Source: an optimization exercise on an open RTL-to-GDS flow (aim: small area). Production flows keep margins and buffers that such runs may drop.
Function was checked by simulation only, so behaviour that the tests miss may differ from the original.

File: flow/config.mk
export PLATFORM = sky130hd
export DESIGN_NAME = motor1stab
export DESIGN_NICKNAME = motor1stab
export VERILOG_FILES = /design/flow/design.v
export SDC_FILE = /design/flow/constraint.sdc
export NUM_CORES = 4
export LEC_CHECK = 0
export CAP_MARGIN = 20
export CORE_MARGIN = 2
export CORE_UTILIZATION = 40
export SLEW_MARGIN = 20
File: flow/constraint.sdc
create_clock -name core_clock -period 40.0 [get_ports {clk}]
set_input_delay 8.0000 -clock core_clock [delete_from_list [all_inputs] [get_ports {clk}]]
set_output_delay 8.0000 -clock core_clock [all_outputs]
set_load 0.01 [all_outputs]
File: flow/design.v
module motor1stab(clk, rst,
m1in, m2in, m3in, m4in, ch6ratio, ch3ratio,
m1ratio,m2ratio,m3ratio,m4ratio);
input [10:0] m1in, m2in, m3in, m4in,  ch6ratio, ch3ratio;
input clk,rst;
output [10:0] m1ratio,m2ratio,m3ratio,m4ratio;
localparam P0 = 3'b000,   
           P1 = 3'b001,   
           AA = 3'b010,   
           AB = 3'b011,   
           WF = 3'b100,   
           WS = 3'b101,   
           GB = 3'b110;   
localparam [16:0] LFSR_END = 17'h151ae;
reg [2:0] ph;
reg [16:0] lfsr;
reg sec2;
reg [10:0] a1, a2, a3, a4;    
reg [10:0] b1, b2, b3, b4;    
reg [10:0] r1, r2, r3, r4;    
wire neq = (m1in != b1) || (m2in != b2);
always @(posedge clk or negedge rst)
if (!rst) begin
	ph <= P0;
	lfsr <= 17'd0;
	sec2 <= 1'b0;
end else begin
	lfsr <= {lfsr[15:0], ~(lfsr[16] ^ lfsr[13])};
	if (lfsr == LFSR_END) sec2 <= 1'b1;
	case (ph)
	P0: ph <= P1;
	P1: ph <= WF;
	WF: ph <= (neq || sec2) ? GB : WS;
	WS: ph <= neq ? GB : WS;
	GB: ph <= AA;
	AA: ph <= AB;
	AB: ph <= WF;
	default: ph <= P0;
	endcase
end
wire cap_a = ph[2];
wire adj   = ~ph[2] & ph[1];
wire ld_b  = ~ph[2] & (~ph[1] | ph[0]);
always @(posedge clk) begin
	if (cap_a) begin
		a1 <= m1in; a2 <= m2in; a3 <= m3in; a4 <= m4in;
	end
	if (ld_b) begin
		b1 <= ph[1] ? a1 : m1in;
		b2 <= ph[1] ? a2 : m2in;
		b3 <= ph[1] ? a3 : m3in;
		b4 <= ph[1] ? a4 : m4in;
	end
end
wire gt1, gt2, gt3, gt4;
wire [10:0] d1, d2, d3, d4;
wire [11:0] cp, cp3;
wire [4:0] w0, w1, w2, w3, w4;
wire t1 = ch6ratio[3] ^ ch6ratio[0];
wire t2 = ch6ratio[3] & ch6ratio[0];
wire t3 = ch6ratio[4] ^ ch6ratio[1] ^ t2;
wire t4 = (ch6ratio[4] & ch6ratio[1]) | (t2 & (ch6ratio[4] ^ ch6ratio[1]));
wire t5 = ch6ratio[5] ^ ch6ratio[2] ^ ch6ratio[0];
wire t6 = (ch6ratio[5] & ch6ratio[2]) | (ch6ratio[0] & (ch6ratio[5] ^ ch6ratio[2]));
wire t7 = t5 ^ t4;
wire t8 = t5 & t4;
wire t9 = ch6ratio[6] ^ ch6ratio[3] ^ ch6ratio[1];
wire t10 = (ch6ratio[6] & ch6ratio[3]) | (ch6ratio[1] & (ch6ratio[6] ^ ch6ratio[3]));
wire t11 = t6 ^ t9 ^ t8;
wire t12 = (t6 & t9) | (t8 & (t6 ^ t9));
wire t13 = ch6ratio[7] ^ ch6ratio[4] ^ ch6ratio[2];
wire t14 = (ch6ratio[7] & ch6ratio[4]) | (ch6ratio[2] & (ch6ratio[7] ^ ch6ratio[4]));
wire t15 = t10 ^ t13 ^ t12;
wire t16 = (t10 & t13) | (t12 & (t10 ^ t13));
wire t17 = ch6ratio[8] ^ ch6ratio[5] ^ ch6ratio[3];
wire t18 = (ch6ratio[8] & ch6ratio[5]) | (ch6ratio[3] & (ch6ratio[8] ^ ch6ratio[5]));
wire t19 = t14 ^ t17 ^ t16;
wire t20 = (t14 & t17) | (t16 & (t14 ^ t17));
wire t21 = ch6ratio[9] ^ ch6ratio[6] ^ ch6ratio[4];
wire t22 = (ch6ratio[9] & ch6ratio[6]) | (ch6ratio[4] & (ch6ratio[9] ^ ch6ratio[6]));
wire t23 = t18 ^ t21 ^ t20;
wire t24 = (t18 & t21) | (t20 & (t18 ^ t21));
wire t25 = ch6ratio[10] ^ ch6ratio[7] ^ ch6ratio[5];
wire t26 = (ch6ratio[10] & ch6ratio[7]) | (ch6ratio[5] & (ch6ratio[10] ^ ch6ratio[7]));
wire t27 = ch6ratio[0] ^ t22 ^ t25;
wire t28 = (ch6ratio[0] & t22) | (t25 & (ch6ratio[0] ^ t22));
wire t29 = t27 ^ t24;
wire t30 = t27 & t24;
wire t31 = ch6ratio[8] ^ ch6ratio[6] ^ ch6ratio[1];
wire t32 = t26 ^ t31 ^ t28;
wire t33 = t32 ^ t30;
wire t34 = ch6ratio[0] ^ ch6ratio[1];
wire t35 = ch6ratio[0] & ch6ratio[1];
wire t36 = ch6ratio[1] ^ ch6ratio[2] ^ t35;
wire t37 = (ch6ratio[1] & ch6ratio[2]) | (t35 & (ch6ratio[1] ^ ch6ratio[2]));
wire t38 = ch6ratio[2] ^ t1 ^ t37;
wire t39 = (ch6ratio[2] & t1) | (t37 & (ch6ratio[2] ^ t1));
wire t40 = t1 ^ t3 ^ t39;
wire t41 = (t1 & t3) | (t39 & (t1 ^ t3));
wire t42 = t3 ^ t7 ^ t41;
wire t43 = (t3 & t7) | (t41 & (t3 ^ t7));
wire t44 = t7 ^ t11 ^ t43;
wire t45 = (t7 & t11) | (t43 & (t7 ^ t11));
wire t46 = t11 ^ t15 ^ t45;
wire t47 = (t11 & t15) | (t45 & (t11 ^ t15));
wire t48 = t15 ^ t19 ^ t47;
wire t49 = (t15 & t19) | (t47 & (t15 ^ t19));
wire t50 = t19 ^ t23 ^ t49;
wire t51 = (t19 & t23) | (t49 & (t19 ^ t23));
wire t52 = t23 ^ t29 ^ t51;
wire t53 = (t23 & t29) | (t51 & (t23 ^ t29));
wire t54 = t29 ^ t33 ^ t53;
wire t55 = ch6ratio[0] ^ ch6ratio[5] ^ ch6ratio[7];
wire t56 = (ch6ratio[0] & ch6ratio[5]) | (ch6ratio[7] & (ch6ratio[0] ^ ch6ratio[5]));
wire t57 = ch6ratio[1] ^ ch6ratio[5] ^ ch6ratio[6];
wire t58 = (ch6ratio[1] & ch6ratio[5]) | (ch6ratio[6] & (ch6ratio[1] ^ ch6ratio[5]));
wire t59 = ch6ratio[7] ^ ch6ratio[8] ^ t56;
wire t60 = (ch6ratio[7] & ch6ratio[8]) | (t56 & (ch6ratio[7] ^ ch6ratio[8]));
wire t61 = t57 ^ t59;
wire t62 = t57 & t59;
wire t63 = ch6ratio[2] ^ ch6ratio[5] ^ ch6ratio[6];
wire t64 = (ch6ratio[2] & ch6ratio[5]) | (ch6ratio[6] & (ch6ratio[2] ^ ch6ratio[5]));
wire t65 = ch6ratio[8] ^ ch6ratio[9] ^ t58;
wire t66 = (ch6ratio[8] & ch6ratio[9]) | (t58 & (ch6ratio[8] ^ ch6ratio[9]));
wire t67 = t63 ^ t60 ^ t65;
wire t68 = (t63 & t60) | (t65 & (t63 ^ t60));
wire t69 = t62 ^ t67;
wire t70 = t62 & t67;
wire t71 = ch6ratio[3] ^ ch6ratio[6] ^ ch6ratio[9];
wire t72 = (ch6ratio[3] & ch6ratio[6]) | (ch6ratio[9] & (ch6ratio[3] ^ ch6ratio[6]));
wire t73 = ch6ratio[10] ^ t64 ^ t71;
wire t74 = (ch6ratio[10] & t64) | (t71 & (ch6ratio[10] ^ t64));
wire t75 = t66 ^ t73 ^ t68;
wire t76 = (t66 & t73) | (t68 & (t66 ^ t73));
wire t77 = t70 ^ t75;
wire t78 = t70 & t75;
wire t79 = ch6ratio[4] ^ ch6ratio[10] ^ t72;
wire t80 = (ch6ratio[4] & ch6ratio[10]) | (t72 & (ch6ratio[4] ^ ch6ratio[10]));
wire t81 = t74 ^ t79 ^ t76;
wire t82 = (t74 & t79) | (t76 & (t74 ^ t79));
wire t83 = t78 ^ t81;
wire t84 = t78 & t81;
wire t85 = t80 ^ t82 ^ t84;
wire t86 = (t80 & t82) | (t84 & (t80 ^ t82));
wire t87 = t86 | (t85 & t83 & (t77 | t69 | t61));
wire t88 = t87 & ~t61;
wire t89 = t87 & t61;
wire t90 = t69 ^ t88;
wire t91 = t69 & t88;
wire t92 = t77 ^ t88 ^ t91;
wire t93 = (t77 & t88) | (t91 & (t77 ^ t88));
wire t94 = t89 | t93;
wire t95 = t83 ^ t94;
wire t96 = t83 & t94;
wire t97 = t85 ^ t96;
wire t98 = t61 ^ t87;
wire t99 = t97 | (t95 & t92 & (t90 | t98 | t55));
wire t100 = t99 & ~t55;
wire t101 = t99 & t55;
wire t102 = t98 ^ t100;
wire t103 = t98 & t100;
wire t104 = t90 ^ t100 ^ t103;
wire t105 = (t90 & t100) | (t103 & (t90 ^ t100));
wire t106 = t101 | t105;
wire t107 = t92 ^ t106;
wire t108 = t92 & t106;
wire t109 = t95 ^ t108;
wire t110 = t55 ^ t99;
wire t111 = t109 | (t107 & t104 & (t102 | t110 | 1'b0));
wire t112 = t111 & ~1'b0;
wire t113 = t111 & 1'b0;
wire t114 = t110 ^ t112;
wire t115 = t110 & t112;
wire t116 = t102 ^ t112 ^ t115;
wire t117 = (t102 & t112) | (t115 & (t102 ^ t112));
wire t118 = t113 | t117;
wire t119 = t104 ^ t118;
wire t120 = t104 & t118;
wire t121 = t107 ^ t120;
wire t122 = 1'b0 ^ t111;
wire t123 = t121 | (t119 & t116 & (t114 | t122 | 1'b0));
wire t124 = t123 & ~1'b0;
wire t125 = t123 & 1'b0;
wire t126 = t122 ^ t124;
wire t127 = t122 & t124;
wire t128 = t114 ^ t124 ^ t127;
wire t129 = (t114 & t124) | (t127 & (t114 ^ t124));
wire t130 = t125 | t129;
wire t131 = t116 ^ t130;
wire t132 = t116 & t130;
wire t133 = t119 ^ t132;
wire t134 = 1'b0 ^ t123;
wire t135 = t133 | (t131 & t128 & (t126 | t134 | 1'b0));
wire t136 = t135 & ~1'b0;
wire t137 = t135 & 1'b0;
wire t138 = t134 ^ t136;
wire t139 = t134 & t136;
wire t140 = t126 ^ t136 ^ t139;
wire t141 = (t126 & t136) | (t139 & (t126 ^ t136));
wire t142 = t137 | t141;
wire t143 = t128 ^ t142;
wire t144 = t128 & t142;
wire t145 = t131 ^ t144;
wire t146 = 1'b0 ^ t135;
wire t147 = t145 | (t143 & t140 & (t138 | t146 | 1'b0));
wire t148 = t147 & ~1'b0;
wire t149 = t147 & 1'b0;
wire t150 = t146 ^ t148;
wire t151 = t146 & t148;
wire t152 = t138 ^ t148 ^ t151;
wire t153 = (t138 & t148) | (t151 & (t138 ^ t148));
wire t154 = t149 | t153;
wire t155 = t140 ^ t154;
wire t156 = t140 & t154;
wire t157 = t143 ^ t156;
wire t158 = 1'b0 ^ t147;
wire t159 = a1[0] ^ a2[0] ^ a3[0];
wire t160 = (a1[0] & a2[0]) | (a3[0] & (a1[0] ^ a2[0]));
wire t161 = a4[0] ^ t159;
wire t162 = a4[0] & t159;
wire t163 = a1[1] ^ a2[1] ^ a3[1];
wire t164 = (a1[1] & a2[1]) | (a3[1] & (a1[1] ^ a2[1]));
wire t165 = a4[1] ^ t160 ^ t163;
wire t166 = (a4[1] & t160) | (t163 & (a4[1] ^ t160));
wire t167 = t162 ^ t165;
wire t168 = t162 & t165;
wire t169 = a1[2] ^ a2[2] ^ a3[2];
wire t170 = (a1[2] & a2[2]) | (a3[2] & (a1[2] ^ a2[2]));
wire t171 = a4[2] ^ t164 ^ t169;
wire t172 = (a4[2] & t164) | (t169 & (a4[2] ^ t164));
wire t173 = t166 ^ t171 ^ t168;
wire t174 = (t166 & t171) | (t168 & (t166 ^ t171));
wire t175 = a1[3] ^ a2[3] ^ a3[3];
wire t176 = (a1[3] & a2[3]) | (a3[3] & (a1[3] ^ a2[3]));
wire t177 = a4[3] ^ t170 ^ t175;
wire t178 = (a4[3] & t170) | (t175 & (a4[3] ^ t170));
wire t179 = t172 ^ t177 ^ t174;
wire t180 = (t172 & t177) | (t174 & (t172 ^ t177));
wire t181 = a1[4] ^ a2[4] ^ a3[4];
wire t182 = (a1[4] & a2[4]) | (a3[4] & (a1[4] ^ a2[4]));
wire t183 = a4[4] ^ t176 ^ t181;
wire t184 = (a4[4] & t176) | (t181 & (a4[4] ^ t176));
wire t185 = t178 ^ t183 ^ t180;
wire t186 = (t178 & t183) | (t180 & (t178 ^ t183));
wire t187 = a1[5] ^ a2[5] ^ a3[5];
wire t188 = (a1[5] & a2[5]) | (a3[5] & (a1[5] ^ a2[5]));
wire t189 = a4[5] ^ t182 ^ t187;
wire t190 = (a4[5] & t182) | (t187 & (a4[5] ^ t182));
wire t191 = t184 ^ t189 ^ t186;
wire t192 = (t184 & t189) | (t186 & (t184 ^ t189));
wire t193 = a1[6] ^ a2[6] ^ a3[6];
wire t194 = (a1[6] & a2[6]) | (a3[6] & (a1[6] ^ a2[6]));
wire t195 = a4[6] ^ t188 ^ t193;
wire t196 = (a4[6] & t188) | (t193 & (a4[6] ^ t188));
wire t197 = t190 ^ t195 ^ t192;
wire t198 = (t190 & t195) | (t192 & (t190 ^ t195));
wire t199 = a1[7] ^ a2[7] ^ a3[7];
wire t200 = (a1[7] & a2[7]) | (a3[7] & (a1[7] ^ a2[7]));
wire t201 = a4[7] ^ t194 ^ t199;
wire t202 = (a4[7] & t194) | (t199 & (a4[7] ^ t194));
wire t203 = t196 ^ t201 ^ t198;
wire t204 = (t196 & t201) | (t198 & (t196 ^ t201));
wire t205 = a1[8] ^ a2[8] ^ a3[8];
wire t206 = (a1[8] & a2[8]) | (a3[8] & (a1[8] ^ a2[8]));
wire t207 = a4[8] ^ t200 ^ t205;
wire t208 = (a4[8] & t200) | (t205 & (a4[8] ^ t200));
wire t209 = t202 ^ t207 ^ t204;
wire t210 = (t202 & t207) | (t204 & (t202 ^ t207));
wire t211 = a1[9] ^ a2[9] ^ a3[9];
wire t212 = (a1[9] & a2[9]) | (a3[9] & (a1[9] ^ a2[9]));
wire t213 = a4[9] ^ t206 ^ t211;
wire t214 = (a4[9] & t206) | (t211 & (a4[9] ^ t206));
wire t215 = t208 ^ t213 ^ t210;
wire t216 = (t208 & t213) | (t210 & (t208 ^ t213));
wire t217 = a1[10] ^ a2[10] ^ a3[10];
wire t218 = (a1[10] & a2[10]) | (a3[10] & (a1[10] ^ a2[10]));
wire t219 = a4[10] ^ t212 ^ t217;
wire t220 = (a4[10] & t212) | (t217 & (a4[10] ^ t212));
wire t221 = t214 ^ t219 ^ t216;
wire t222 = (t214 & t219) | (t216 & (t214 ^ t219));
wire t223 = t218 ^ t220 ^ t222;
wire t224 = (t218 & t220) | (t222 & (t218 ^ t220));
wire t225 = (~t173 & a1[0]) | (~(t173 ^ a1[0]) & 1'b0);
wire t226 = (~t179 & a1[1]) | (~(t179 ^ a1[1]) & t225);
wire t227 = (~t185 & a1[2]) | (~(t185 ^ a1[2]) & t226);
wire t228 = (~t191 & a1[3]) | (~(t191 ^ a1[3]) & t227);
wire t229 = (~t197 & a1[4]) | (~(t197 ^ a1[4]) & t228);
wire t230 = (~t203 & a1[5]) | (~(t203 ^ a1[5]) & t229);
wire t231 = (~t209 & a1[6]) | (~(t209 ^ a1[6]) & t230);
wire t232 = (~t215 & a1[7]) | (~(t215 ^ a1[7]) & t231);
wire t233 = (~t221 & a1[8]) | (~(t221 ^ a1[8]) & t232);
wire t234 = (~t223 & a1[9]) | (~(t223 ^ a1[9]) & t233);
wire t235 = (~t224 & a1[10]) | (~(t224 ^ a1[10]) & t234);
assign gt1 = t235;
wire t236 = (~t173 & a2[0]) | (~(t173 ^ a2[0]) & 1'b0);
wire t237 = (~t179 & a2[1]) | (~(t179 ^ a2[1]) & t236);
wire t238 = (~t185 & a2[2]) | (~(t185 ^ a2[2]) & t237);
wire t239 = (~t191 & a2[3]) | (~(t191 ^ a2[3]) & t238);
wire t240 = (~t197 & a2[4]) | (~(t197 ^ a2[4]) & t239);
wire t241 = (~t203 & a2[5]) | (~(t203 ^ a2[5]) & t240);
wire t242 = (~t209 & a2[6]) | (~(t209 ^ a2[6]) & t241);
wire t243 = (~t215 & a2[7]) | (~(t215 ^ a2[7]) & t242);
wire t244 = (~t221 & a2[8]) | (~(t221 ^ a2[8]) & t243);
wire t245 = (~t223 & a2[9]) | (~(t223 ^ a2[9]) & t244);
wire t246 = (~t224 & a2[10]) | (~(t224 ^ a2[10]) & t245);
assign gt2 = t246;
wire t247 = (~t173 & a3[0]) | (~(t173 ^ a3[0]) & 1'b0);
wire t248 = (~t179 & a3[1]) | (~(t179 ^ a3[1]) & t247);
wire t249 = (~t185 & a3[2]) | (~(t185 ^ a3[2]) & t248);
wire t250 = (~t191 & a3[3]) | (~(t191 ^ a3[3]) & t249);
wire t251 = (~t197 & a3[4]) | (~(t197 ^ a3[4]) & t250);
wire t252 = (~t203 & a3[5]) | (~(t203 ^ a3[5]) & t251);
wire t253 = (~t209 & a3[6]) | (~(t209 ^ a3[6]) & t252);
wire t254 = (~t215 & a3[7]) | (~(t215 ^ a3[7]) & t253);
wire t255 = (~t221 & a3[8]) | (~(t221 ^ a3[8]) & t254);
wire t256 = (~t223 & a3[9]) | (~(t223 ^ a3[9]) & t255);
wire t257 = (~t224 & a3[10]) | (~(t224 ^ a3[10]) & t256);
assign gt3 = t257;
wire t258 = (~t173 & a4[0]) | (~(t173 ^ a4[0]) & 1'b0);
wire t259 = (~t179 & a4[1]) | (~(t179 ^ a4[1]) & t258);
wire t260 = (~t185 & a4[2]) | (~(t185 ^ a4[2]) & t259);
wire t261 = (~t191 & a4[3]) | (~(t191 ^ a4[3]) & t260);
wire t262 = (~t197 & a4[4]) | (~(t197 ^ a4[4]) & t261);
wire t263 = (~t203 & a4[5]) | (~(t203 ^ a4[5]) & t262);
wire t264 = (~t209 & a4[6]) | (~(t209 ^ a4[6]) & t263);
wire t265 = (~t215 & a4[7]) | (~(t215 ^ a4[7]) & t264);
wire t266 = (~t221 & a4[8]) | (~(t221 ^ a4[8]) & t265);
wire t267 = (~t223 & a4[9]) | (~(t223 ^ a4[9]) & t266);
wire t268 = (~t224 & a4[10]) | (~(t224 ^ a4[10]) & t267);
assign gt4 = t268;
wire t269 = ~a1[0];
wire t270 = ~a1[1];
wire t271 = ~a1[2];
wire t272 = ~a1[3];
wire t273 = ~a1[4];
wire t274 = ~a1[5];
wire t275 = ~a1[6];
wire t276 = ~a1[7];
wire t277 = ~a1[8];
wire t278 = ~a1[9];
wire t279 = ~a1[10];
wire t280 = ~b1[0];
wire t281 = t269 ^ t280;
wire t282 = t269 & t280;
wire t283 = b1[1] ^ t270 ^ b1[0];
wire t284 = (b1[1] & t270) | (b1[0] & (b1[1] ^ t270));
wire t285 = t282 ^ t283;
wire t286 = t282 & t283;
wire t287 = b1[2] ^ t271 ^ t284;
wire t288 = (b1[2] & t271) | (t284 & (b1[2] ^ t271));
wire t289 = t286 ^ t287;
wire t290 = t286 & t287;
wire t291 = b1[3] ^ t272 ^ t288;
wire t292 = (b1[3] & t272) | (t288 & (b1[3] ^ t272));
wire t293 = t290 ^ t291;
wire t294 = t290 & t291;
wire t295 = b1[4] ^ t273 ^ t292;
wire t296 = (b1[4] & t273) | (t292 & (b1[4] ^ t273));
wire t297 = t294 ^ t295;
wire t298 = t294 & t295;
wire t299 = b1[5] ^ t274 ^ t296;
wire t300 = (b1[5] & t274) | (t296 & (b1[5] ^ t274));
wire t301 = t298 ^ t299;
wire t302 = t298 & t299;
wire t303 = b1[6] ^ t275 ^ t300;
wire t304 = (b1[6] & t275) | (t300 & (b1[6] ^ t275));
wire t305 = t302 ^ t303;
wire t306 = t302 & t303;
wire t307 = b1[7] ^ t276 ^ t304;
wire t308 = (b1[7] & t276) | (t304 & (b1[7] ^ t276));
wire t309 = t306 ^ t307;
wire t310 = t306 & t307;
wire t311 = b1[8] ^ t277 ^ t308;
wire t312 = (b1[8] & t277) | (t308 & (b1[8] ^ t277));
wire t313 = t310 ^ t311;
wire t314 = t310 & t311;
wire t315 = b1[9] ^ t278 ^ t312;
wire t316 = (b1[9] & t278) | (t312 & (b1[9] ^ t278));
wire t317 = t314 ^ t315;
wire t318 = t314 & t315;
wire t319 = b1[10] ^ t279 ^ t316;
wire t320 = t318 ^ t319;
assign d1 = {t320, t317, t313, t309, t305, t301, t297, t293, t289, t285, t281};
wire t321 = ~a2[0];
wire t322 = ~a2[1];
wire t323 = ~a2[2];
wire t324 = ~a2[3];
wire t325 = ~a2[4];
wire t326 = ~a2[5];
wire t327 = ~a2[6];
wire t328 = ~a2[7];
wire t329 = ~a2[8];
wire t330 = ~a2[9];
wire t331 = ~a2[10];
wire t332 = ~b2[0];
wire t333 = t321 ^ t332;
wire t334 = t321 & t332;
wire t335 = b2[1] ^ t322 ^ b2[0];
wire t336 = (b2[1] & t322) | (b2[0] & (b2[1] ^ t322));
wire t337 = t334 ^ t335;
wire t338 = t334 & t335;
wire t339 = b2[2] ^ t323 ^ t336;
wire t340 = (b2[2] & t323) | (t336 & (b2[2] ^ t323));
wire t341 = t338 ^ t339;
wire t342 = t338 & t339;
wire t343 = b2[3] ^ t324 ^ t340;
wire t344 = (b2[3] & t324) | (t340 & (b2[3] ^ t324));
wire t345 = t342 ^ t343;
wire t346 = t342 & t343;
wire t347 = b2[4] ^ t325 ^ t344;
wire t348 = (b2[4] & t325) | (t344 & (b2[4] ^ t325));
wire t349 = t346 ^ t347;
wire t350 = t346 & t347;
wire t351 = b2[5] ^ t326 ^ t348;
wire t352 = (b2[5] & t326) | (t348 & (b2[5] ^ t326));
wire t353 = t350 ^ t351;
wire t354 = t350 & t351;
wire t355 = b2[6] ^ t327 ^ t352;
wire t356 = (b2[6] & t327) | (t352 & (b2[6] ^ t327));
wire t357 = t354 ^ t355;
wire t358 = t354 & t355;
wire t359 = b2[7] ^ t328 ^ t356;
wire t360 = (b2[7] & t328) | (t356 & (b2[7] ^ t328));
wire t361 = t358 ^ t359;
wire t362 = t358 & t359;
wire t363 = b2[8] ^ t329 ^ t360;
wire t364 = (b2[8] & t329) | (t360 & (b2[8] ^ t329));
wire t365 = t362 ^ t363;
wire t366 = t362 & t363;
wire t367 = b2[9] ^ t330 ^ t364;
wire t368 = (b2[9] & t330) | (t364 & (b2[9] ^ t330));
wire t369 = t366 ^ t367;
wire t370 = t366 & t367;
wire t371 = b2[10] ^ t331 ^ t368;
wire t372 = t370 ^ t371;
assign d2 = {t372, t369, t365, t361, t357, t353, t349, t345, t341, t337, t333};
wire t373 = ~a3[0];
wire t374 = ~a3[1];
wire t375 = ~a3[2];
wire t376 = ~a3[3];
wire t377 = ~a3[4];
wire t378 = ~a3[5];
wire t379 = ~a3[6];
wire t380 = ~a3[7];
wire t381 = ~a3[8];
wire t382 = ~a3[9];
wire t383 = ~a3[10];
wire t384 = ~b3[0];
wire t385 = t373 ^ t384;
wire t386 = t373 & t384;
wire t387 = b3[1] ^ t374 ^ b3[0];
wire t388 = (b3[1] & t374) | (b3[0] & (b3[1] ^ t374));
wire t389 = t386 ^ t387;
wire t390 = t386 & t387;
wire t391 = b3[2] ^ t375 ^ t388;
wire t392 = (b3[2] & t375) | (t388 & (b3[2] ^ t375));
wire t393 = t390 ^ t391;
wire t394 = t390 & t391;
wire t395 = b3[3] ^ t376 ^ t392;
wire t396 = (b3[3] & t376) | (t392 & (b3[3] ^ t376));
wire t397 = t394 ^ t395;
wire t398 = t394 & t395;
wire t399 = b3[4] ^ t377 ^ t396;
wire t400 = (b3[4] & t377) | (t396 & (b3[4] ^ t377));
wire t401 = t398 ^ t399;
wire t402 = t398 & t399;
wire t403 = b3[5] ^ t378 ^ t400;
wire t404 = (b3[5] & t378) | (t400 & (b3[5] ^ t378));
wire t405 = t402 ^ t403;
wire t406 = t402 & t403;
wire t407 = b3[6] ^ t379 ^ t404;
wire t408 = (b3[6] & t379) | (t404 & (b3[6] ^ t379));
wire t409 = t406 ^ t407;
wire t410 = t406 & t407;
wire t411 = b3[7] ^ t380 ^ t408;
wire t412 = (b3[7] & t380) | (t408 & (b3[7] ^ t380));
wire t413 = t410 ^ t411;
wire t414 = t410 & t411;
wire t415 = b3[8] ^ t381 ^ t412;
wire t416 = (b3[8] & t381) | (t412 & (b3[8] ^ t381));
wire t417 = t414 ^ t415;
wire t418 = t414 & t415;
wire t419 = b3[9] ^ t382 ^ t416;
wire t420 = (b3[9] & t382) | (t416 & (b3[9] ^ t382));
wire t421 = t418 ^ t419;
wire t422 = t418 & t419;
wire t423 = b3[10] ^ t383 ^ t420;
wire t424 = t422 ^ t423;
assign d3 = {t424, t421, t417, t413, t409, t405, t401, t397, t393, t389, t385};
wire t425 = ~a4[0];
wire t426 = ~a4[1];
wire t427 = ~a4[2];
wire t428 = ~a4[3];
wire t429 = ~a4[4];
wire t430 = ~a4[5];
wire t431 = ~a4[6];
wire t432 = ~a4[7];
wire t433 = ~a4[8];
wire t434 = ~a4[9];
wire t435 = ~a4[10];
wire t436 = ~b4[0];
wire t437 = t425 ^ t436;
wire t438 = t425 & t436;
wire t439 = b4[1] ^ t426 ^ b4[0];
wire t440 = (b4[1] & t426) | (b4[0] & (b4[1] ^ t426));
wire t441 = t438 ^ t439;
wire t442 = t438 & t439;
wire t443 = b4[2] ^ t427 ^ t440;
wire t444 = (b4[2] & t427) | (t440 & (b4[2] ^ t427));
wire t445 = t442 ^ t443;
wire t446 = t442 & t443;
wire t447 = b4[3] ^ t428 ^ t444;
wire t448 = (b4[3] & t428) | (t444 & (b4[3] ^ t428));
wire t449 = t446 ^ t447;
wire t450 = t446 & t447;
wire t451 = b4[4] ^ t429 ^ t448;
wire t452 = (b4[4] & t429) | (t448 & (b4[4] ^ t429));
wire t453 = t450 ^ t451;
wire t454 = t450 & t451;
wire t455 = b4[5] ^ t430 ^ t452;
wire t456 = (b4[5] & t430) | (t452 & (b4[5] ^ t430));
wire t457 = t454 ^ t455;
wire t458 = t454 & t455;
wire t459 = b4[6] ^ t431 ^ t456;
wire t460 = (b4[6] & t431) | (t456 & (b4[6] ^ t431));
wire t461 = t458 ^ t459;
wire t462 = t458 & t459;
wire t463 = b4[7] ^ t432 ^ t460;
wire t464 = (b4[7] & t432) | (t460 & (b4[7] ^ t432));
wire t465 = t462 ^ t463;
wire t466 = t462 & t463;
wire t467 = b4[8] ^ t433 ^ t464;
wire t468 = (b4[8] & t433) | (t464 & (b4[8] ^ t433));
wire t469 = t466 ^ t467;
wire t470 = t466 & t467;
wire t471 = b4[9] ^ t434 ^ t468;
wire t472 = (b4[9] & t434) | (t468 & (b4[9] ^ t434));
wire t473 = t470 ^ t471;
wire t474 = t470 & t471;
wire t475 = b4[10] ^ t435 ^ t472;
wire t476 = t474 ^ t475;
assign d4 = {t476, t473, t469, t465, t461, t457, t453, t449, t445, t441, t437};
assign cp = {t33, t29, t23, t19, t15, t11, t7, t3, t1, ch6ratio[2], ch6ratio[1], ch6ratio[0]};
assign cp3 = {t54, t52, t50, t48, t46, t44, t42, t40, t38, t36, t34, ch6ratio[0]};
assign w0 = {t109, t107, t104, t102, t110};
assign w1 = {t121, t119, t116, t114, t122};
assign w2 = {t133, t131, t128, t126, t134};
assign w3 = {t145, t143, t140, t138, t146};
assign w4 = {t157, t155, t152, t150, t158};
wire act1 = gt1 & (|d1);
wire act2 = gt2 & (|d2);
wire act3 = gt3 & (|d3);
wire act4 = gt4 & (|d4);
wire s12 = act1 & act2;
wire [10:0] u1d = act1 ? d1 : d2;
wire [10:0] u2d = s12 ? d2 : d3;
wire [10:0] u3d = act4 ? d4 : d3;
wire [10:0] u1m = act1 ? m1in : m2in;
wire [10:0] u2m = s12 ? m2in : m3in;
wire [10:0] u3m = act4 ? m4in : m3in;
wire [10:0] u1o, u2o, u3o;
dunit u1 (.d(u1d), .m(u1m), .cp(cp), .cp3(cp3), .w0(w0), .w1(w1), .w2(w2), .w3(w3), .w4(w4), .c0(ch6ratio[0]), .o(u1o));
dunit u2 (.d(u2d), .m(u2m), .cp(cp), .cp3(cp3), .w0(w0), .w1(w1), .w2(w2), .w3(w3), .w4(w4), .c0(ch6ratio[0]), .o(u2o));
dunit u3 (.d(u3d), .m(u3m), .cp(cp), .cp3(cp3), .w0(w0), .w1(w1), .w2(w2), .w3(w3), .w4(w4), .c0(ch6ratio[0]), .o(u3o));
wire [10:0] o1 = u1o;
wire [10:0] o2 = act1 ? u2o : u1o;
wire [10:0] o3 = s12 ? u3o : u2o;
wire [10:0] o4 = u3o;
wire off = ch3ratio < 11'd50;
wire [10:0] n1 = off ? 11'd0 : act1 ? o1 : m1in;
wire [10:0] n2 = off ? 11'd0 : act2 ? o2 : m2in;
wire [10:0] n3 = off ? 11'd0 : act3 ? o3 : m3in;
wire [10:0] n4 = off ? 11'd0 : act4 ? o4 : m4in;
assign m1ratio = adj ? n1 : r1;
assign m2ratio = adj ? n2 : r2;
assign m3ratio = adj ? n3 : r3;
assign m4ratio = adj ? n4 : r4;
always @(posedge clk or negedge rst)
if (!rst) begin
	r1 <= 11'd0; r2 <= 11'd0; r3 <= 11'd0; r4 <= 11'd0;
end else begin
	r1 <= m1ratio; r2 <= m2ratio; r3 <= m3ratio; r4 <= m4ratio;
end
endmodule
module dunit(d, m, cp, cp3, w0, w1, w2, w3, w4, c0, o);
input [10:0] d;
input [10:0] m;
input [11:0] cp;
input [11:0] cp3;
input [4:0] w0;
input [4:0] w1;
input [4:0] w2;
input [4:0] w3;
input [4:0] w4;
input [0:0] c0;
output [10:0] o;
wire n1 = d[0] ^ d[5] ^ d[7];
wire n2 = (d[0] & d[5]) | (d[7] & (d[0] ^ d[5]));
wire n3 = d[1] ^ d[5] ^ d[6];
wire n4 = (d[1] & d[5]) | (d[6] & (d[1] ^ d[5]));
wire n5 = d[7] ^ d[8] ^ n2;
wire n6 = (d[7] & d[8]) | (n2 & (d[7] ^ d[8]));
wire n7 = n3 ^ n5;
wire n8 = n3 & n5;
wire n9 = d[2] ^ d[5] ^ d[6];
wire n10 = (d[2] & d[5]) | (d[6] & (d[2] ^ d[5]));
wire n11 = d[8] ^ d[9] ^ n4;
wire n12 = (d[8] & d[9]) | (n4 & (d[8] ^ d[9]));
wire n13 = n9 ^ n6 ^ n11;
wire n14 = (n9 & n6) | (n11 & (n9 ^ n6));
wire n15 = n8 ^ n13;
wire n16 = n8 & n13;
wire n17 = d[3] ^ d[6] ^ d[9];
wire n18 = (d[3] & d[6]) | (d[9] & (d[3] ^ d[6]));
wire n19 = d[10] ^ n10 ^ n17;
wire n20 = (d[10] & n10) | (n17 & (d[10] ^ n10));
wire n21 = n12 ^ n19 ^ n14;
wire n22 = (n12 & n19) | (n14 & (n12 ^ n19));
wire n23 = n16 ^ n21;
wire n24 = n16 & n21;
wire n25 = d[4] ^ d[10] ^ n18;
wire n26 = (d[4] & d[10]) | (n18 & (d[4] ^ d[10]));
wire n27 = n20 ^ n25 ^ n22;
wire n28 = (n20 & n25) | (n22 & (n20 ^ n25));
wire n29 = n24 ^ n27;
wire n30 = n24 & n27;
wire n31 = n26 ^ n28 ^ n30;
wire n32 = (n26 & n28) | (n30 & (n26 ^ n28));
wire n33 = n32 | (n31 & n29 & (n23 | n15 | n7));
wire n34 = n33 & ~n7;
wire n35 = n33 & n7;
wire n36 = n15 ^ n34;
wire n37 = n15 & n34;
wire n38 = n23 ^ n34 ^ n37;
wire n39 = (n23 & n34) | (n37 & (n23 ^ n34));
wire n40 = n35 | n39;
wire n41 = n29 ^ n40;
wire n42 = n29 & n40;
wire n43 = n31 ^ n42;
wire n44 = n7 ^ n33;
wire n45 = n43 | (n41 & n38 & (n36 | n44 | n1));
wire n46 = n45 & ~n1;
wire n47 = n45 & n1;
wire n48 = n44 ^ n46;
wire n49 = n44 & n46;
wire n50 = n36 ^ n46 ^ n49;
wire n51 = (n36 & n46) | (n49 & (n36 ^ n46));
wire n52 = n47 | n51;
wire n53 = n38 ^ n52;
wire n54 = n38 & n52;
wire n55 = n41 ^ n54;
wire n56 = n1 ^ n45;
wire n57 = n56 & w0[0];
wire n58 = n56 & w0[1];
wire n59 = n56 & w0[2];
wire n60 = n56 & w0[3];
wire n61 = n56 & w0[4];
wire n62 = n48 & w1[0];
wire n63 = n48 & w1[1];
wire n64 = n48 & w1[2];
wire n65 = n48 & w1[3];
wire n66 = n48 & w1[4];
wire n67 = n50 & w2[0];
wire n68 = n50 & w2[1];
wire n69 = n50 & w2[2];
wire n70 = n50 & w2[3];
wire n71 = n50 & w2[4];
wire n72 = n53 & w3[0];
wire n73 = n53 & w3[1];
wire n74 = n53 & w3[2];
wire n75 = n53 & w3[3];
wire n76 = n53 & w3[4];
wire n77 = n55 & w4[0];
wire n78 = n55 & w4[1];
wire n79 = n55 & w4[2];
wire n80 = n55 & w4[3];
wire n81 = n55 & w4[4];
wire n82 = n57 ^ n62 ^ n67;
wire n83 = (n57 & n62) | (n67 & (n57 ^ n62));
wire n84 = n72 ^ n77 ^ n82;
wire n85 = (n72 & n77) | (n82 & (n72 ^ n77));
wire n86 = n58 ^ n63 ^ n68;
wire n87 = (n58 & n63) | (n68 & (n58 ^ n63));
wire n88 = n73 ^ n78 ^ n83;
wire n89 = (n73 & n78) | (n83 & (n73 ^ n78));
wire n90 = n86 ^ n85 ^ n88;
wire n91 = (n86 & n85) | (n88 & (n86 ^ n85));
wire n92 = n59 ^ n64 ^ n69;
wire n93 = (n59 & n64) | (n69 & (n59 ^ n64));
wire n94 = n74 ^ n79 ^ n87;
wire n95 = (n74 & n79) | (n87 & (n74 ^ n79));
wire n96 = n92 ^ n89 ^ n94;
wire n97 = (n92 & n89) | (n94 & (n92 ^ n89));
wire n98 = n91 ^ n96;
wire n99 = n91 & n96;
wire n100 = n60 ^ n65 ^ n70;
wire n101 = (n60 & n65) | (n70 & (n60 ^ n65));
wire n102 = n75 ^ n80 ^ n93;
wire n103 = (n75 & n80) | (n93 & (n75 ^ n80));
wire n104 = n100 ^ n95 ^ n102;
wire n105 = (n100 & n95) | (n102 & (n100 ^ n95));
wire n106 = n97 ^ n104 ^ n99;
wire n107 = (n97 & n104) | (n99 & (n97 ^ n104));
wire n108 = n61 ^ n66 ^ n71;
wire n109 = (n61 & n66) | (n71 & (n61 ^ n66));
wire n110 = n76 ^ n81 ^ n101;
wire n111 = (n76 & n81) | (n101 & (n76 ^ n81));
wire n112 = n108 ^ n103 ^ n110;
wire n113 = (n108 & n103) | (n110 & (n108 ^ n103));
wire n114 = n105 ^ n112 ^ n107;
wire n115 = (n105 & n112) | (n107 & (n105 ^ n112));
wire n116 = n109 ^ n111 ^ n113;
wire n117 = (n109 & n111) | (n113 & (n109 ^ n111));
wire n118 = n116 ^ n115;
wire n119 = n116 & n115;
wire n120 = n117 ^ n119;
wire n121 = n120 | (n118 & n114 & (n106 | n98 | n90));
wire n122 = n121 & ~n90;
wire n123 = n121 & n90;
wire n124 = n98 ^ n122;
wire n125 = n98 & n122;
wire n126 = n106 ^ n122 ^ n125;
wire n127 = (n106 & n122) | (n125 & (n106 ^ n122));
wire n128 = n123 | n127;
wire n129 = n114 ^ n128;
wire n130 = n114 & n128;
wire n131 = n118 ^ n130;
wire n132 = n90 ^ n121;
wire n133 = n131 | (n129 & n126 & (n124 | n132 | n84));
wire n134 = n133 & ~n84;
wire n135 = n133 & n84;
wire n136 = n132 ^ n134;
wire n137 = n132 & n134;
wire n138 = n124 ^ n134 ^ n137;
wire n139 = (n124 & n134) | (n137 & (n124 ^ n134));
wire n140 = n135 | n139;
wire n141 = n126 ^ n140;
wire n142 = n126 & n140;
wire n143 = n129 ^ n142;
wire n144 = n84 ^ n133;
wire n145 = (d[0] & c0) ^ n144;
wire n146 = (1'b0 & ~d[0] & ~d[1] & ~d[2]) | (~1'b0 & d[0] & ~d[1] & ~d[2]) | (1'b0 & ~d[0] & d[1] & d[2]) | (~1'b0 & d[0] & d[1] & d[2]);
wire n147 = (1'b0 & d[0] & ~d[1] & ~d[2]) | (~1'b0 & ~d[0] & d[1] & ~d[2]) | (1'b0 & d[0] & ~d[1] & d[2]) | (~1'b0 & ~d[0] & d[1] & d[2]);
wire n148 = (1'b0 & ~d[0] & d[1] & ~d[2]) | (~1'b0 & d[0] & d[1] & ~d[2]) | (1'b0 & ~d[0] & ~d[1] & d[2]) | (~1'b0 & d[0] & ~d[1] & d[2]);
wire n149 = (1'b0 & d[0] & d[1] & ~d[2]) | (~1'b0 & ~d[0] & ~d[1] & d[2]);
wire n150 = (1'b0 & ~d[0] & ~d[1] & ~d[2]) | (~1'b0 & d[0] & ~d[1] & ~d[2]) | (1'b0 & d[0] & ~d[1] & ~d[2]) | (~1'b0 & ~d[0] & d[1] & ~d[2]) | (1'b0 & ~d[0] & d[1] & ~d[2]) | (~1'b0 & d[0] & d[1] & ~d[2]) | (1'b0 & d[0] & d[1] & ~d[2]);
wire n151 = (d[2] & ~d[3] & ~d[4] & ~d[5]) | (~d[2] & d[3] & ~d[4] & ~d[5]) | (d[2] & ~d[3] & d[4] & d[5]) | (~d[2] & d[3] & d[4] & d[5]);
wire n152 = (d[2] & d[3] & ~d[4] & ~d[5]) | (~d[2] & ~d[3] & d[4] & ~d[5]) | (d[2] & d[3] & ~d[4] & d[5]) | (~d[2] & ~d[3] & d[4] & d[5]);
wire n153 = (d[2] & ~d[3] & d[4] & ~d[5]) | (~d[2] & d[3] & d[4] & ~d[5]) | (d[2] & ~d[3] & ~d[4] & d[5]) | (~d[2] & d[3] & ~d[4] & d[5]);
wire n154 = (d[2] & d[3] & d[4] & ~d[5]) | (~d[2] & ~d[3] & ~d[4] & d[5]);
wire n155 = (d[2] & ~d[3] & ~d[4] & ~d[5]) | (~d[2] & d[3] & ~d[4] & ~d[5]) | (d[2] & d[3] & ~d[4] & ~d[5]) | (~d[2] & ~d[3] & d[4] & ~d[5]) | (d[2] & ~d[3] & d[4] & ~d[5]) | (~d[2] & d[3] & d[4] & ~d[5]) | (d[2] & d[3] & d[4] & ~d[5]);
wire n156 = (d[5] & ~d[6] & ~d[7] & ~d[8]) | (~d[5] & d[6] & ~d[7] & ~d[8]) | (d[5] & ~d[6] & d[7] & d[8]) | (~d[5] & d[6] & d[7] & d[8]);
wire n157 = (d[5] & d[6] & ~d[7] & ~d[8]) | (~d[5] & ~d[6] & d[7] & ~d[8]) | (d[5] & d[6] & ~d[7] & d[8]) | (~d[5] & ~d[6] & d[7] & d[8]);
wire n158 = (d[5] & ~d[6] & d[7] & ~d[8]) | (~d[5] & d[6] & d[7] & ~d[8]) | (d[5] & ~d[6] & ~d[7] & d[8]) | (~d[5] & d[6] & ~d[7] & d[8]);
wire n159 = (d[5] & d[6] & d[7] & ~d[8]) | (~d[5] & ~d[6] & ~d[7] & d[8]);
wire n160 = (d[5] & ~d[6] & ~d[7] & ~d[8]) | (~d[5] & d[6] & ~d[7] & ~d[8]) | (d[5] & d[6] & ~d[7] & ~d[8]) | (~d[5] & ~d[6] & d[7] & ~d[8]) | (d[5] & ~d[6] & d[7] & ~d[8]) | (~d[5] & d[6] & d[7] & ~d[8]) | (d[5] & d[6] & d[7] & ~d[8]);
wire n161 = (d[8] & ~d[9] & ~d[10] & ~1'b0) | (~d[8] & d[9] & ~d[10] & ~1'b0) | (d[8] & ~d[9] & d[10] & 1'b0) | (~d[8] & d[9] & d[10] & 1'b0);
wire n162 = (d[8] & d[9] & ~d[10] & ~1'b0) | (~d[8] & ~d[9] & d[10] & ~1'b0) | (d[8] & d[9] & ~d[10] & 1'b0) | (~d[8] & ~d[9] & d[10] & 1'b0);
wire n163 = (d[8] & ~d[9] & d[10] & ~1'b0) | (~d[8] & d[9] & d[10] & ~1'b0) | (d[8] & ~d[9] & ~d[10] & 1'b0) | (~d[8] & d[9] & ~d[10] & 1'b0);
wire n164 = (d[8] & d[9] & d[10] & ~1'b0) | (~d[8] & ~d[9] & ~d[10] & 1'b0);
wire n165 = (d[8] & ~d[9] & ~d[10] & ~1'b0) | (~d[8] & d[9] & ~d[10] & ~1'b0) | (d[8] & d[9] & ~d[10] & ~1'b0) | (~d[8] & ~d[9] & d[10] & ~1'b0) | (d[8] & ~d[9] & d[10] & ~1'b0) | (~d[8] & d[9] & d[10] & ~1'b0) | (d[8] & d[9] & d[10] & ~1'b0);
wire n166 = ((n146 & cp[0]) | (n148 & cp3[0])) ^ n150;
wire n167 = ((n146 & cp[1]) | (n147 & cp[0]) | (n148 & cp3[1])) ^ n150;
wire n168 = ((n146 & cp[2]) | (n147 & cp[1]) | (n148 & cp3[2]) | (n149 & cp[0])) ^ n150;
wire n169 = ((n146 & cp[3]) | (n147 & cp[2]) | (n148 & cp3[3]) | (n149 & cp[1])) ^ n150;
wire n170 = ((n146 & cp[4]) | (n147 & cp[3]) | (n148 & cp3[4]) | (n149 & cp[2])) ^ n150;
wire n171 = ((n146 & cp[5]) | (n147 & cp[4]) | (n148 & cp3[5]) | (n149 & cp[3])) ^ n150;
wire n172 = ((n146 & cp[6]) | (n147 & cp[5]) | (n148 & cp3[6]) | (n149 & cp[4])) ^ n150;
wire n173 = ((n146 & cp[7]) | (n147 & cp[6]) | (n148 & cp3[7]) | (n149 & cp[5])) ^ n150;
wire n174 = ((n146 & cp[8]) | (n147 & cp[7]) | (n148 & cp3[8]) | (n149 & cp[6])) ^ n150;
wire n175 = ((n146 & cp[9]) | (n147 & cp[8]) | (n148 & cp3[9]) | (n149 & cp[7])) ^ n150;
wire n176 = ((n146 & cp[10]) | (n147 & cp[9]) | (n148 & cp3[10]) | (n149 & cp[8])) ^ n150;
wire n177 = ((n146 & cp[11]) | (n147 & cp[10]) | (n148 & cp3[11]) | (n149 & cp[9])) ^ n150;
wire n178 = ((n151 & cp[0]) | (n153 & cp3[0])) ^ n155;
wire n179 = ((n151 & cp[1]) | (n152 & cp[0]) | (n153 & cp3[1])) ^ n155;
wire n180 = ((n151 & cp[2]) | (n152 & cp[1]) | (n153 & cp3[2]) | (n154 & cp[0])) ^ n155;
wire n181 = ((n151 & cp[3]) | (n152 & cp[2]) | (n153 & cp3[3]) | (n154 & cp[1])) ^ n155;
wire n182 = ((n151 & cp[4]) | (n152 & cp[3]) | (n153 & cp3[4]) | (n154 & cp[2])) ^ n155;
wire n183 = ((n151 & cp[5]) | (n152 & cp[4]) | (n153 & cp3[5]) | (n154 & cp[3])) ^ n155;
wire n184 = ((n151 & cp[6]) | (n152 & cp[5]) | (n153 & cp3[6]) | (n154 & cp[4])) ^ n155;
wire n185 = ((n151 & cp[7]) | (n152 & cp[6]) | (n153 & cp3[7]) | (n154 & cp[5])) ^ n155;
wire n186 = ((n151 & cp[8]) | (n152 & cp[7]) | (n153 & cp3[8]) | (n154 & cp[6])) ^ n155;
wire n187 = ((n156 & cp[0]) | (n158 & cp3[0])) ^ n160;
wire n188 = ((n156 & cp[1]) | (n157 & cp[0]) | (n158 & cp3[1])) ^ n160;
wire n189 = ((n156 & cp[2]) | (n157 & cp[1]) | (n158 & cp3[2]) | (n159 & cp[0])) ^ n160;
wire n190 = ((n156 & cp[3]) | (n157 & cp[2]) | (n158 & cp3[3]) | (n159 & cp[1])) ^ n160;
wire n191 = ((n156 & cp[4]) | (n157 & cp[3]) | (n158 & cp3[4]) | (n159 & cp[2])) ^ n160;
wire n192 = ((n156 & cp[5]) | (n157 & cp[4]) | (n158 & cp3[5]) | (n159 & cp[3])) ^ n160;
wire n193 = ((n161 & cp[0]) | (n163 & cp3[0])) ^ n165;
wire n194 = ((n161 & cp[1]) | (n162 & cp[0]) | (n163 & cp3[1])) ^ n165;
wire n195 = ((n161 & cp[2]) | (n162 & cp[1]) | (n163 & cp3[2]) | (n164 & cp[0])) ^ n165;
wire n196 = n144 ^ n145 ^ n166;
wire n197 = (n144 & n145) | (n166 & (n144 ^ n145));
wire n198 = n150 ^ n196;
wire n199 = n150 & n196;
wire n200 = m[0] ^ n136 ^ n167;
wire n201 = (m[0] & n136) | (n167 & (m[0] ^ n136));
wire n202 = n197 ^ n200 ^ n199;
wire n203 = (n197 & n200) | (n199 & (n197 ^ n200));
wire n204 = m[1] ^ n138 ^ n168;
wire n205 = (m[1] & n138) | (n168 & (m[1] ^ n138));
wire n206 = n201 ^ n204 ^ n203;
wire n207 = (n201 & n204) | (n203 & (n201 ^ n204));
wire n208 = m[2] ^ n141 ^ n144;
wire n209 = (m[2] & n141) | (n144 & (m[2] ^ n141));
wire n210 = n169 ^ n178 ^ n155;
wire n211 = (n169 & n178) | (n155 & (n169 ^ n178));
wire n212 = n205 ^ n208 ^ n210;
wire n213 = (n205 & n208) | (n210 & (n205 ^ n208));
wire n214 = n212 ^ n207;
wire n215 = n212 & n207;
wire n216 = m[3] ^ n143 ^ n136;
wire n217 = (m[3] & n143) | (n136 & (m[3] ^ n143));
wire n218 = n170 ^ n179 ^ n209;
wire n219 = (n170 & n179) | (n209 & (n170 ^ n179));
wire n220 = n211 ^ n216 ^ n213;
wire n221 = (n211 & n216) | (n213 & (n211 ^ n216));
wire n222 = n218 ^ n220 ^ n215;
wire n223 = (n218 & n220) | (n215 & (n218 ^ n220));
wire n224 = m[4] ^ n138 ^ n144;
wire n225 = (m[4] & n138) | (n144 & (m[4] ^ n138));
wire n226 = n171 ^ n180 ^ n217;
wire n227 = (n171 & n180) | (n217 & (n171 ^ n180));
wire n228 = n224 ^ n219 ^ n226;
wire n229 = (n224 & n219) | (n226 & (n224 ^ n219));
wire n230 = n221 ^ n228 ^ n223;
wire n231 = (n221 & n228) | (n223 & (n221 ^ n228));
wire n232 = m[5] ^ n141 ^ n136;
wire n233 = (m[5] & n141) | (n136 & (m[5] ^ n141));
wire n234 = n172 ^ n181 ^ n187;
wire n235 = (n172 & n181) | (n187 & (n172 ^ n181));
wire n236 = n160 ^ n225 ^ n232;
wire n237 = (n160 & n225) | (n232 & (n160 ^ n225));
wire n238 = n234 ^ n227 ^ n236;
wire n239 = (n234 & n227) | (n236 & (n234 ^ n227));
wire n240 = n229 ^ n238 ^ n231;
wire n241 = (n229 & n238) | (n231 & (n229 ^ n238));
wire n242 = m[6] ^ n143 ^ n138;
wire n243 = (m[6] & n143) | (n138 & (m[6] ^ n143));
wire n244 = n173 ^ n182 ^ n188;
wire n245 = (n173 & n182) | (n188 & (n173 ^ n182));
wire n246 = n233 ^ n235 ^ n242;
wire n247 = (n233 & n235) | (n242 & (n233 ^ n235));
wire n248 = n244 ^ n237 ^ n246;
wire n249 = (n244 & n237) | (n246 & (n244 ^ n237));
wire n250 = n239 ^ n248 ^ n241;
wire n251 = (n239 & n248) | (n241 & (n239 ^ n248));
wire n252 = m[7] ^ n141 ^ n174;
wire n253 = (m[7] & n141) | (n174 & (m[7] ^ n141));
wire n254 = n183 ^ n189 ^ n243;
wire n255 = (n183 & n189) | (n243 & (n183 ^ n189));
wire n256 = n245 ^ n252 ^ n247;
wire n257 = (n245 & n252) | (n247 & (n245 ^ n252));
wire n258 = n254 ^ n249 ^ n256;
wire n259 = (n254 & n249) | (n256 & (n254 ^ n249));
wire n260 = n258 ^ n251;
wire n261 = n258 & n251;
wire n262 = m[8] ^ n143 ^ n175;
wire n263 = (m[8] & n143) | (n175 & (m[8] ^ n143));
wire n264 = n184 ^ n190 ^ n193;
wire n265 = (n184 & n190) | (n193 & (n184 ^ n190));
wire n266 = n165 ^ n253 ^ n262;
wire n267 = (n165 & n253) | (n262 & (n165 ^ n253));
wire n268 = n264 ^ n255 ^ n266;
wire n269 = (n264 & n255) | (n266 & (n264 ^ n255));
wire n270 = n257 ^ n268 ^ n259;
wire n271 = (n257 & n268) | (n259 & (n257 ^ n268));
wire n272 = n270 ^ n261;
wire n273 = n270 & n261;
wire n274 = m[9] ^ n144 ^ n176;
wire n275 = (m[9] & n144) | (n176 & (m[9] ^ n144));
wire n276 = n185 ^ n191 ^ n194;
wire n277 = (n185 & n191) | (n194 & (n185 ^ n191));
wire n278 = n263 ^ n265 ^ n274;
wire n279 = (n263 & n265) | (n274 & (n263 ^ n265));
wire n280 = n276 ^ n267 ^ n278;
wire n281 = (n276 & n267) | (n278 & (n276 ^ n267));
wire n282 = n269 ^ n280 ^ n271;
wire n283 = (n269 & n280) | (n271 & (n269 ^ n280));
wire n284 = n282 ^ n273;
wire n285 = n282 & n273;
wire n286 = m[10] ^ n136 ^ n145;
wire n287 = n177 ^ n186 ^ n192;
wire n288 = n195 ^ n275 ^ n277;
wire n289 = n286 ^ n287 ^ n279;
wire n290 = n288 ^ n281 ^ n289;
wire n291 = n290 ^ n283 ^ n285;
assign o = {n291, n284, n272, n260, n250, n240, n230, n222, n214, n206, n202};
endmodule
File: flow/run.sh
#!/bin/bash
# synth_recipe.tcl (not shown) runs the flow's synth.tcl, then flattens the netlist and writes it again
# the make line also repeats each setting of config.mk as NAME=value (left out here)
make -C /OpenROAD-flow-scripts/flow DESIGN_CONFIG=/design/flow/config.mk WORK_HOME=/design/flow/orfs CLKGATE_MAP_FILE= SYNTH_SCRIPT=/design/flow/synth_recipe.tcl finish
==> results.txt <==
[per-layer routing]
metal  track usage  routed length (µm)  up-vias
met4        0.0983                3010        0
met1         0.326               30300     9063
met3        0.0259                4100      115
li1              -                   -     8051
met2         0.421               35600      626
met5             0                   0        -
[placed cells by master, fill, tap and decap left out, types with 6 or more instances in the layout]
cell / n
a21oi_1: 95
a31oi_1: 9
inv_1: 364
edfxtp_1: 88
xor2_1: 78
a222oi_1: 24
and2_1: 44
o221ai_1: 7
a21o_1: 7
o211ai_1: 11
mux2_2: 60
or2_2: 15
nand4_1: 8
nor3_1: 26
a211oi_1: 16
clkdlybuf4s50_1: 104
a221oi_1: 19
nor4_1: 9
xnor2_1: 111
o311ai_0: 12
fa_1: 317
buf_4: 29
o21ai_0: 109
nor2_1: 110
nor2b_1: 7
ha_1: 199
mux2i_1: 95
a22oi_1: 13
nand2_1: 223
clkbuf_16: 17
nand3_1: 19
nor3b_1: 6
dfrtp_1: 63
nand2b_1: 9
[metrics by stage]
stage | setup slack, ns | utilization | instance area (µm²)
floorplan | 3.21 | - | 23300
global placement | 0.502 | 0.437 | 25200
detailed placement | 0.113 | 0.437 | 25200
CTS | 0.0468 | 0.446 | 25700
global route | 0.0463 | 0.448 | 25800
finish | 1.14 | 0.448 | 25800
[worst max-delay path: cells and delay by family]
family / cells / cell delay, ns
AO/OA/AOI/OAI: 9 / 1.37
XOR/XNOR: 8 / 1.58
AND/OR/NAND/NOR: 10 / 1.83
adder cells (fa/ha/maj): 49 / 15.49
buffers and inverters: 14 / 2.17
multiplexers: 1 / 0.39
[what timing repair did]
| action | 4_1_cts | 5_1_grt |
|---|---|---|
| resized for setup | 0 | 13 |
| buffers inserted | 0 | 2 |
| hold buffers | 0 | 0 |
| endpoints found under the setup margin | 0 | 6 |
[layout make-up]
class / instances / area [µm²]
fill: 5459 / 31800
sequential: 153 / 4270
clock buffer: 18 / 429
clock inverter: 14 / 115
multi-input combinational: 1764 / 17300
timing repair buffer: 139 / 1320
tap: 765 / 957
inverter: 367 / 1380
[kinds of logic (layout without fill, tap and decap cells)]
family	after synthesis	count (layout)	synth area share
compound gates	384	384	0.110
xor+xnor	197	197	0.0772
fa+ha+maj	516	516	0.380
buf+inv	459	538	0.0759
flops	153	153	0.183
mux	160	160	0.0736
simple gates	507	507	0.100
[how the worst min path moves through the flow]
stage	to	slack, ns	cells past startpoint
3_3_place_gp	lfsr[6]	0.36	0
6_report	lfsr[9]	0.37	0
3_5_place_dp	lfsr[16]	0.36	0
2_1_floorplan	lfsr[1]	0.35	0
4_1_cts	lfsr[9]	0.37	0
5_1_grt	lfsr[9]	0.38	0
==> out/qor.yml <==
outcome:
  status: "timing/DRC/antenna clean"
setup_path:
  regToRegStartpoint: "a1[1]"
  reg2reg_depth: 98
  cp_slowest_cell: "clkdlybuf4s50_1"
  cp-start-kind: "input port"
  crit_path_frequent_cell: "ha_1"
  crit_path_max_fanout: 7
  cp-end-kind: "output port"
  r2r_slack_ns: 14.27
  worstPathArrival_ns: 30.86
  cp_data_required_time_ns: 32.00
  critPathLaunch: "ch6ratio[9]"
  cpPeakStageDelay_ns: 0.59
  endpoint: "m3ratio[10]"
  reg2reg_to: "r2[10]"
  path_class: "in -> out"
die:
  io_pins: 112
  die_area_um2: 60100
  start_util: 0.404
  core_um2: 57600
  die_w_um: 245
  die_h_um: 245
  num_rows: 88
worst_hold_path:
  min_from: "lfsr[8]"
  min_path_type: "reg -> reg"
logic_synthesis:
  syn_nets: 2960
  netlist-cell-type-count: 88
  yosysMostFrequentCell: "inv_1"
  synthArstFlopShare: 0.425
  synth_ff_type: "edfxtp_1"
  synthTopCellsByCount: "inv_1, fa_1, nand2_1, ha_1"
  synth.area.top_cells: "fa_1, edfxtp_1, ha_1, dfrtp_1, inv_1"
  synth.avg_cell_area_um2: 9.80
  netlist_instances: 2376
  synth.largest_area_cell: "fa_1"
  ys_seq_area_frac: 0.183
  ys_ff_latch: 153
  synth_area_um2: 23300
  yosys_warnings: 1
  synth_top_area_frac: 0.273
  synth_edf_count: 88
drt:
  routed_wl_um: 73000
  vias_per_cell: 5.55
  first_pass_iters: 8
  post_drt_wl_per_cell_um: 22.7
  drt_iter0_drc: 1768
  drc: 0
  ant_nets: 0
  vias: 17900
timing:
  relSlewSlack: 0.297
  fmax_ghz: 0.0257
  drv_slew: 0
  finalClockSkew_ns: 0.00807
  min_period_ns: 38.86
  hold_ws_ns: 0.368
  finalCritPeriodShare: 0.972
  tightestPinTransition_ns: 1.05
  rsz0062_at_grt: "false"
  fin_tns_setup_ns: 0
  report.final.hold_viol_count: 0
  finalSetupViolCount: 0
placement:
  hpwlAfterDp_um: 60300
  port_buffers: 110
  placed_cells: 3186
  place.gp.congestion: 0.952
finish:
  layout-drive-gt1-share: 0.0713
  instances_no_fill: 3220
  syn_to_final_growth_pct: 10.8
  antenna_cells: 0
  final_nets: 3026
  largest_register_ffs: 17
  largest-register: "lfsr"
cts:
  clk_latency_ns: 0.45
  cts_buffer_depth: 2
  cts_sinks: 153
  h-tree-depth: 4
  cts_made_buffers: 17
  cts_tree: "built"
  root_buffer: "clkbuf_16"
  clkTransAtPathRegs_ns: 0.07
global_route:
  overflow: 0
  antenna_found_initial: 0
  grt_max_degree: 66
  grt_usage: 0.248
  grt_pass1_wl_um: 112000
  grt_pass1_vias: 18600
job:
  maxCapViolations: 0

re-timing with driven ports:
The flow's constraints put no driver on any port. The routed layout listed below was extracted and timed again, unchanged, in two steps. Step 1: set_driving_cell puts a clkbuf_16 on clk and a buf_2 on each other input, an assumption about the parent block. Step 2 times the ports against the registers' clock, not the clock port: input delays grow and output delays shrink by t, the midpoint of the rising clock arrivals with the driver on. a / b / c = ideal / step 1 / step 2; a / b = the first two.
t, ns: 0.498
setup slack, ns: 1.139 / 1.113 / 1.113
worst register clock-pin slew, ns: 0.07 / 0.07
worst data-port slew with drivers (ns): 0.04
pins driven straight from the clock port: 1
After both steps this run still meets setup and hold. The setup slack of this run moves by -0.026 ns with the drivers and by -0.026 ns with both steps.
